Context: an optimization exercise on an open-source flow, tuned for small area and a short achievable clock period. The choices shown serve that exercise and are no tape-out recipe.
In this exercise RTL edits were held to simulation tests only and were not proved equivalent to the original.
Power is estimated from default activity; no workload was simulated.

`flow/config.mk`:
```
export PLATFORM = sky130hd
export DESIGN_NAME = JERICALLA_EVO
export DESIGN_NICKNAME = JERICALLA_EVO
export VERILOG_FILES = /design/flow/design.v
export SDC_FILE = /design/flow/constraint.sdc
export NUM_CORES = 4
export LEC_CHECK = 0
export ABC_AREA = 1
export ABC_CLOCK_PERIOD_IN_PS = 3000
export CAP_MARGIN = 20
export CORE_MARGIN = 2
export CORE_UTILIZATION = 40
export CTS_BUF_LIST = sky130_fd_sc_hd__clkbuf_8
export SETUP_SLACK_MARGIN = 3.8
export SLEW_MARGIN = 20
```
`flow/constraint.sdc`:
```
create_clock -name core_clock -period 7.0 [get_ports {clk_jericalla}]
set_input_delay 1.4000 -clock core_clock [delete_from_list [all_inputs] [get_ports {clk_jericalla}]]
set_output_delay 1.4000 -clock core_clock [all_outputs]
set_load 0.01 [all_outputs]
```
`flow/design.v`:
```
module JERICALLA_EVO (
	input [17:0] instruccion,
	input clk_jericalla,
	input reset_jericalla,
	output zf_jericalla,
	output [31:0] dataOut_jericalla
);
wire clk = clk_jericalla;
wire rst = reset_jericalla;
wire [2:0] op  = instruccion[17:15];
wire [4:0] rd  = instruccion[14:10];
wire [4:0] rs1 = instruccion[9:5];
wire [4:0] rs2 = instruccion[4:0];
wire op_add = (op == 3'd0);
wire op_sub = (op == 3'd1);
wire op_slt = (op == 3'd2);
wire op_sw  = (op == 3'd3);
wire op_lw  = (op == 3'd4);
reg [31:0] rf [0:31];
function [31:0] rd_tree(input [4:0] s, input [1023:0] w);
	reg [31:0] l1 [0:7];
	reg [31:0] l2 [0:1];
	integer k;
	begin
		for (k = 0; k < 8; k = k + 1)
			case (s[1:0])
				2'd0: l1[k] = w[(4*k+0)*32 +: 32];
				2'd1: l1[k] = w[(4*k+1)*32 +: 32];
				2'd2: l1[k] = w[(4*k+2)*32 +: 32];
				default: l1[k] = w[(4*k+3)*32 +: 32];
			endcase
		for (k = 0; k < 2; k = k + 1)
			case (s[3:2])
				2'd0: l2[k] = l1[4*k+0];
				2'd1: l2[k] = l1[4*k+1];
				2'd2: l2[k] = l1[4*k+2];
				default: l2[k] = l1[4*k+3];
			endcase
		rd_tree = s[4] ? l2[1] : l2[0];
	end
endfunction
wire [1023:0] rf_flat;
genvar gf;
generate
	for (gf = 0; gf < 32; gf = gf + 1) begin : g_flat
		assign rf_flat[gf*32 +: 32] = rf[gf];
	end
endgenerate
wire [31:0] rd1 = rd_tree(rs1, rf_flat);
wire [31:0] rd2 = rd_tree(rs2, rf_flat);
function ge32(input [31:0] x, input [31:0] y);
	reg [31:0] g, p;
	integer s, k;
	begin
		g = x & ~y;
		p = x | ~y;
		for (s = 1; s < 32; s = s * 2)
			for (k = 31; k >= 0; k = k - 1)
				if ((k % (2 * s)) == (2 * s - 1)) begin
					g[k] = g[k] | (p[k] & g[k - s]);
					p[k] = p[k] & p[k - s];
				end
		ge32 = g[31] | p[31];
	end
endfunction
wire ge12 = ge32(rd1, rd2);
wire lt   = ~ge12;
wire [31:0] cin_z  = {rd1[30:0] | rd2[30:0], 1'b0};
wire [31:0] bit_ok = ({32{op_add}} & ~((rd1 ^ rd2) ^ cin_z)) |
                     ({32{op_sub}} & ~(rd1 ^ rd2)) |
                     ({32{op_sw}}  & ~rd2) |
                     {32{~(op_add | op_sub | op_sw)}};
wire zf_next = (&bit_ok) & ~(op_slt & lt);
reg        s2_arith, s2_sub, s2_we, s2_sw, s2_lw;
reg        s2_zf;
reg        s2_slt_res;            
reg [4:0]  s2_wa;
reg [31:0] s2_a;
reg [31:0] s2_b;                  
reg [7:0]  s2_dlo;                
reg [15:0] s2_dhi;                
always @(posedge clk) begin
	if (rst) begin
		s2_arith   <= 1'b0;
		s2_sub     <= 1'b0;
		s2_we      <= 1'b0;
		s2_sw      <= 1'b0;
		s2_lw      <= 1'b0;
		s2_zf      <= 1'b1;
		s2_slt_res <= 1'b0;
	end else begin
		s2_arith   <= op_add | op_sub;
		s2_sub     <= op_sub;
		s2_we      <= op_add | op_sub | op_slt;
		s2_sw      <= op_sw;
		s2_lw      <= op_lw;
		s2_zf      <= zf_next;
		s2_slt_res <= op_slt & lt;
	end
	s2_wa  <= rd;
	s2_a   <= rd1;
	s2_b   <= rd2 ^ {32{op_sub}};
	s2_dlo <= 8'd1 << rd1[2:0];
	s2_dhi <= 16'd1 << rd1[6:3];
end
wire [31:0] a = s2_a;
wire [31:0] b = s2_b;
assign zf_jericalla = s2_zf;
wire [31:0] arith = a + b + {31'd0, s2_sub};
wire [31:0] res   = ({32{s2_arith}} & arith) | {31'd0, s2_slt_res};
function [31:0] valor_inicial(input integer k);
	case (k)
		0: valor_inicial = 32'd222;
		1: valor_inicial = 32'd111;
		2: valor_inicial = 32'd100;
		3: valor_inicial = 32'd200;
		7: valor_inicial = 32'd20;
		8: valor_inicial = 32'd21;
		9: valor_inicial = 32'd22;
		default: valor_inicial = 32'd0;
	endcase
endfunction
wire [31:0] wd0 = res & {32{~rst}};    
wire [31:0] wd1 = res | {32{rst}};     
genvar gw, gb;
generate
	for (gw = 0; gw < 32; gw = gw + 1) begin : g_rf
		wire en = rst | (s2_we & (s2_wa == gw));
		wire [31:0] init = valor_inicial(gw);
		wire [31:0] d;
		for (gb = 0; gb < 32; gb = gb + 1) begin : g_b
			assign d[gb] = init[gb] ? wd1[gb] : wd0[gb];
		end
		always @(posedge clk)
			if (en) rf[gw] <= d;
	end
endgenerate
reg [31:0] ram [0:127];
reg        s3_w;
reg [6:0]  s3_addr;
reg [31:0] s3_data;
reg [31:0] dout_lo, dout_hi;       
reg [31:0] ram_rd_lo, ram_rd_hi;
integer j;
always @* begin
	ram_rd_lo = 32'd0;
	ram_rd_hi = 32'd0;
	for (j = 0; j < 64; j = j + 1) begin
		ram_rd_lo = ram_rd_lo | (ram[j] & {32{s2_dlo[j % 8] & s2_dhi[j / 8]}});
		ram_rd_hi = ram_rd_hi | (ram[j + 64] & {32{s2_dlo[j % 8] & s2_dhi[j / 8 + 8]}});
	end
end
wire hit = s3_w & (s3_addr == a[6:0]);
always @(posedge clk) begin
	if (rst) begin
		s3_w    <= 1'b0;
		dout_lo <= 32'd0;
		dout_hi <= 32'd0;
	end else begin
		s3_w    <= s2_sw;
		dout_lo <= {32{s2_lw}} & (hit ? s3_data : ram_rd_lo);
		dout_hi <= {32{s2_lw & ~hit}} & ram_rd_hi;
	end
	s3_addr <= a[6:0];
	s3_data <= b;
end
assign dataOut_jericalla = dout_lo | dout_hi;
wire w_now = s3_w & ~rst;
generate
	for (gw = 0; gw < 128; gw = gw + 1) begin : g_ram
		wire wen = w_now & (s3_addr == gw);
		always @(posedge clk)
			if (wen) ram[gw] <= s3_data;
	end
endgenerate
endmodule
```
`flow/run.sh`:
```
#!/bin/bash
# synth_recipe.tcl (not shown) runs the flow's synth.tcl, then flattens the netlist and writes it again
# the make line also repeats each setting of config.mk as NAME=value (left out here)
make -C /OpenROAD-flow-scripts/flow DESIGN_CONFIG=/design/flow/config.mk WORK_HOME=/design/flow/orfs CLKGATE_MAP_FILE= SYNTH_SCRIPT=/design/flow/synth_recipe.tcl finish
```
==> impl_metrics.ini, run 1 <==
[power]
peakVddDrop_v = 0.000229
power_density_nw_per_um2 = 277
p_leak_nw = 86.1

[yosys]
synth_edf_count = 5120
netlist_area_um2 = 209000
yosysSeqAreaShare = 0.757
avgSynthCellArea_um2 = 13.5
yosys_warnings = 7
synth_top_flop_cell = edfxtp_1
yosysTopAreaCell = edfxtp_1
synthArstFlopShare = 0
synth-seq-cells = 5324
yosysTopAreaCellShare = 0.737
synthTopCellsByArea = edfxtp_1 74%, nand2_1 6.0%, a22o_1 3.2%, dfxtp_1 2.0%, nand3_1 1.9%
syn_nets = 15600
netlist-cell-type-count = 56
syn_inst = 15400

[timing]
fmax_mhz = 276
setup-violations-final = 0
slew_headroom = 0.162
period_needed_ps = 3630
final_max_slew_viol_count = 0
hold_viol = 0
fin_crit_sh = 0.518
worstMarginPinSlew_ps = 1260
fin_ws_ps = 3370
rsz0062_at_grt = yes
clock_skew_ps = 150
fin_tns_setup_ps = 0

[clocking]
clk_pin_slew_worst_paths_ps = 60
cts_max_path_buffers = 4
htreeDepth = 6
cts_root_buffer = clkbuf_8
cts_tree = yes
clk_latency_ps = 1420
cts.sinks = 5324
numCtsBuffers = 836

[route]
post_drt_wl_per_cell_um = 35.7
drt-total-wl_mm = 866
viasPerCell = 6.18
num_vias = 150000
drt_iter0_markers = 27500
ant_nets = 0
drc = 0
firstDrtPassIters = 9

[floorplanning]
die_y_um = 726
die_x_um = 726
core_area_um2 = 520000
rows = 265
io_pins = 53
start_util = 0.401
die_area_um2 = 527000

[placement]
pre_cts_slack_ps = 1190
gp_congestion = 0.970
portBuffers = 52
dp_cells = 22200
hpwl_mm = 484

[layout]
drive_gt1_frac = 0.167
final_common_cell = edfxtp_1
areaGrowthSynthToFinish_pct = 18.2
fin_cells = 24300
final_cell_mix = 5120 x edfxtp_1, 3259 x nand2_1, 983 x inv_1
finalNetCount = 16800

[setup_path]
critical_path.cell_chain = or2_4, buf_6
worst_path_largest_cell_delay_ps = 430
cp.arrival_ps = 2230
crit_fanout = 1
cp_top_family = flip-flops
cp.required_ps = 5600
cp-end-kind = output pin
r2r_slack_ps = 3500
path_buf_inv = 1
slowest_stage = dfxtp_4
path_class = flop to output pin
critPathLaunchType = flop

[grt]
grt.overflow.total = 0
grt_max_degree = 125
grt_pass1_wl_mm = 1140
antenna_found_initial = 57
grt_pass1_vias = 137000
track_usage = 0.312

[job]
max_cap_violations = 0

[outcome]
status = no timing/DRC/antenna violations

[min_path]
hold_class = flop to flop
==> through the flow <==
stage | power, mW | utilization | instance area [µm²] | hold WS (ps)
after floorplan | 40.0 | - | 210000 | 334
after global placement | 43.0 | 0.425 | 221000 | 338
after detailed placement | 43.1 | 0.426 | 222000 | 340
after CTS | 67.7 | 0.467 | 243000 | 349
after global routing | 69.7 | 0.474 | 246000 | 364
final | 68.4 | 0.474 | 246000 | 350
==> area by class of cell <==
class,instances,area (µm²)
antenna,31,77.6
clock buffer,883,12200
clock inverter,649,3290
fill,45100,274000
inverter,742,3030
multi-input combinational,8563,48700
sequential,5324,158000
tap,6942,8690
timing repair buffer,1153,12400
timing repair inverter,1,5.00
==> layer usage <==
layer / track usage / vias up / share of wire
li1: - / 59800 / -
met1: 0.390 / 74300 / 0.34
met2: 0.465 / 13100 / 0.43
met3: 0.0917 / 2947 / 0.14
met4: 0.220 / 44 / 0.088
met5: 0 / - / 0.00033
==> where the power goes <==
group | switching [mW] | leakage [nW] | internal (mW)
combinational | 4.54 | 27.7 | 1.43
clock | 12.9 | 9.11 | 12.1
sequential | 1.02 | 49.2 | 36.5
==> cells in the mapped netlist (6+ instances only) <==
library cell,n
edfxtp_1,5120
nand2_1,3345
nor2_1,948
nand3_1,788
a22o_1,763
inv_1,728
o21ai_0,664
clkbuf_1,559
nand4_1,495
a21oi_1,438
a221oi_1,309
dfxtp_1,204
o211ai_1,171
buf_2,151
ha_1,125
nor4_1,77
buf_1,71
a32o_1,59
nor3_1,49
xor2_1,48
a31oi_1,44
a211oi_1,43
or2_2,39
o2111ai_1,36
a2111oi_0,17
nand2_2,15
o21a_1,14
buf_6,12
inv_2,9
buf_4,8
o21ai_1,8
a41oi_1,7
nand3b_1,6
==> worst paths after layout <==
path | endpoint | start | cells after the start
max | dataOut_jericalla[22] | dout_lo[22] | 2
min | s3_data[15] | s2_b[15] | 0
max reg2reg | dout_lo[3] | s2_dlo[6] | 8
min reg2reg | s3_data[15] | s2_b[15] | 0
==> cell families (layout without fill, tap and decap cells) <==
family          after synthesis  after routing  share of synthesized area
flops                      5324           5324                      0.757
buf+inv                    1543           3428                     0.0293
xor+xnor                     50             50                    0.00210
simple gates               5775           5795                      0.117
other cells                   0             31                          0
compound gates             2590           2591                     0.0873
fa+ha+maj                   127            127                    0.00769
==> registers in the layout (all words and copies together) (netlist names), 5 cells and up <==
signal,count
ram,4096
s2_b,32
s2_dlo,8
rf,1024
s2_a,32
s2_wa,5
s3_addr,7
dout_hi,32
s3_data,32
s2_dhi,16
dout_lo,32
==> timing repair <==
item | CTS | global route
buffers inserted | 283 | 168
setup endpoints to repair | 1723 | 911
hold buffers | 0 | 0
gates resized for setup | 767 | 320
cloned | 34 | 31
pin swaps | 157 | 135
==> run 2: changes to the inputs <==
--- a/flow/config.mk
+++ b/flow/config.mk
@@ -9,7 +9,8 @@
 export ABC_CLOCK_PERIOD_IN_PS = 3000
 export CAP_MARGIN = 20
 export CORE_MARGIN = 2
-export CORE_UTILIZATION = 40
+export CORE_UTILIZATION = 50
 export CTS_BUF_LIST = sky130_fd_sc_hd__clkbuf_8
+export PLACE_DENSITY = 0.62
 export SETUP_SLACK_MARGIN = 3.8
 export SLEW_MARGIN = 20
==> impl_metrics.ini, run 2 <==
[outcome]
status = no timing/DRC/antenna violations

[clocking]
hold_buffers = 0
cts.sinks = 5324
clk_latency_ps = 1370
cts_tree = yes
clk_pin_slew_worst_paths_ps = 70
cts_max_path_buffers = 4
numCtsBuffers = 831
htreeDepth = 6
cts_root_buffer = clkbuf_8

[min_path]
hold_class = flop to flop
whs_endpoint = s3_data[6]
hp-start = s2_b[6]
hold_depth = 0

[grt]
grt_max_degree = 97
grt.overflow.total = 0
grt_pass1_wl_mm = 1110
grt_pass1_vias = 136000
antenna_found_initial = 57
track_usage = 0.380

[yosys]
synth_edf_count = 5120
yosysTopAreaCell = edfxtp_1
syn_inst = 15400
syn_nets = 15600
synth_most_common_cell = edfxtp_1
synthTopCellsByArea = edfxtp_1 74%, nand2_1 6.0%, a22o_1 3.2%, dfxtp_1 2.0%, nand3_1 1.9%
synth-seq-cells = 5324
yosysTopAreaCellShare = 0.737
yosysSeqAreaShare = 0.757
synth_top_flop_cell = edfxtp_1
avgSynthCellArea_um2 = 13.5
synth_commonest_cells = 5120 x edfxtp_1, 3345 x nand2_1, 948 x nor2_1, 788 x nand3_1, 763 x a22o_1
netlist_area_um2 = 209000
netlist-cell-type-count = 56
yosys_warnings = 7
synthArstFlopShare = 0

[route]
post_drt_wl_per_cell_um = 36.7
drt_iter0_markers = 29400
num_vias = 150000
drc = 0
ant_nets = 0
drt-total-wl_mm = 835
firstDrtPassIters = 12
viasPerCell = 6.57

[timing]
rsz0062_at_grt = yes
final_max_slew_viol_count = 0
fin_ws_ps = 3450
fin_tns_setup_ps = 0
fmax_mhz = 281
worstMarginPinSlew_ps = 1340
hold_ws_ps = 341
fin_crit_sh = 0.508
clock_skew_ps = 89.4
slew_headroom = 0.106
hold_viol = 0
period_needed_ps = 3550
setup-violations-final = 0

[setup_path]
r2r-end = dout_lo[22]
reg2reg_depth = 12
path_buf_inv = 1
critPathLaunchType = flop
cp.arrival_ps = 2150
cp-end-kind = output pin
critical_path.cell_chain = or2_4, buf_6
cp_top_family = flip-flops
cp.required_ps = 5600
worst_path_largest_cell_delay_ps = 360
crit_fanout = 1
slowest_stage = dfxtp_2
path_class = flop to output pin
r2r_start = s2_dlo[7]
r2r_slack_ps = 3510

[power]
switching_power_mw = 18.0
p_seq_frac = 0.551
p_int_mw = 50.0
p_leak_nw = 85.4
pwr-share-comb = 0.086
peakVddDrop_v = 0.000182
pwr-share-clk = 0.363
power_density_nw_per_um2 = 280
switching_share = 0.265

[placement]
placed_cell_area_um2 = 220000
gp_congestion = 0.948
hpwl_mm = 465
portBuffers = 52
pre_cts_slack_ps = 1550

[layout]
n_fill_cell = 32500
areaGrowthSynthToFinish_pct = 16.6
largest_reg_flops = 4096
final_cell_mix = 5120 x edfxtp_1, 3270 x nand2_1, 939 x inv_1
multi_input_area_um2 = 48400
final_util = 0.584
stdcell_area_um2 = 243000
seq_area_um2 = 158000
drive_gt1_frac = 0.163
final_common_cell = edfxtp_1
largest-register = ram
finalNetCount = 16700
reg_top3 = ram: 4096 flops, rf: 1024 flops

[floorplanning]
core_area_um2 = 416000
rows = 237
die_area_um2 = 422000
die_x_um = 650
die_y_um = 650
io_pins = 53
start_util = 0.501

[job]
max_cap_violations = 0
[run 2: cell types whose count changed in the layout (fill, tap and decap cells not counted), sizes merged]
cell	before	now
dlymetal6s2s	1	0
clkinv	276	299
nor2	963	964
a21oi	438	439
clkdlybuf4s50	7	8
clkbuf	911	909
inv	1053	996
bufbuf	12	20
bufinv	10	11
diode	31	30
buf	1105	1053
clkinvlp	53	56
clkdlybuf4s15	0	1
[run 2: final cells by class]
cell class / instances / share of cell area
sequential: 5324 / 0.650
timing repair buffer: 1099 / 0.0470
clock inverter: 620 / 0.0124
clock buffer: 892 / 0.0505
tap: 5497 / 0.0283
antenna: 30 / 0.000309
inverter: 742 / 0.0125
multi-input combinational: 8565 / 0.199
[run 2: how the worst max path moves through the flow]
stage	endpoint	slack, ps	cells after the start	start
CTS	dataOut_jericalla[31]	3380	2	dout_lo[31]
global route	dataOut_jericalla[31]	3460	2	dout_lo[31]
detailed placement	s2_zf	1550	21	instruccion[6]
floorplan	ram[113][0]	3030	6	reset_jericalla
global placement	s2_zf	1520	22	instruccion[7]
finish	dataOut_jericalla[31]	3450	2	dout_lo[31]
[run 2: logic make-up after synthesis]
logic type      synth area share
flops                      0.757
xor+xnor                 0.00210
fa+ha+maj                0.00769
simple gates               0.117
compound gates            0.0873
buf+inv                   0.0293
[run 2: power by group through the flow]
stage	registers, mW	clock network, mW	logic (mW)
floorplan	38.0	0	2.07
global placement	38.1	0	4.80
detailed placement	38.1	0	4.84
CTS	37.4	24.6	5.27
global route	37.5	26.0	5.91
finish	37.5	24.7	5.81
[run 2: metrics by stage]
step                power [mW]  instances
floorplan                 40.0      15400
global placement          42.9      20800
detailed placement        43.0      20800
CTS                       67.3      22600
global route              69.3      22800
finish                    68.0      22800
[run 2: worst register-to-register path, cell delays in order, from the launching register on]
cell	delay, ps
dfxtp_4	410
buf_12	190
buf_4	160
buf_12	140
nand2_8	70
clkinvlp_4	100
buf_12	160
nand2_4	70
nand3_4	70
nor3_4	310
nand4_1	900
nor4_4	550
a31oi_4	190
[run 2: repair_timing]
action | CTS | global route
pin swaps | 137 | 114
buffers inserted | 252 | 148
gates cloned | 48 | 17
hold endpoints to repair | 0 | 0
setup endpoints to repair | 1493 | 880
resized for setup | 628 | 294
[run 2: layer usage]
layer,track usage,share of wire
met5,0,0.00027
met2,0.550,0.42
met1,0.511,0.34
met4,0.214,0.070
met3,0.118,0.16

-- port drivers added, routing unchanged --
No port has a modelled driver above. Below, the same layouts with a new extraction and two added sets of constraints.
Step 1 (the two cells are an assumption about what drives the block):
set clk [get_ports {clk_jericalla}]
set_driving_cell -lib_cell sky130_fd_sc_hd__clkbuf_16 $clk
set_driving_cell -lib_cell sky130_fd_sc_hd__buf_2 [delete_from_list [all_inputs] $clk]
Step 2 also shifts input and output timing later by t, the mid clock arrival at the registers, as if the neighbouring blocks saw the same clock.
a / b / c = ideal ports / drivers / drivers and shift; a / b = the first two.
run | t (ns) | slack for setup (ns) | worst hold slack (ns) | slew at the worst register clock pin (ns)
run 1 | 1.482 | 3.372 / 3.241 / 2.043 | 0.350 / 0.350 / 0.350 | 0.08 / 0.08
run 2 | 1.447 | 3.447 / 3.322 / 2.038 | 0.341 / 0.341 / 0.341 | 0.07 / 0.07
After both steps every run listed still meets setup and hold. For run 2, which loses most, drivers alone change the setup slack by -0.125 ns; drivers and shift together by -1.409 ns.
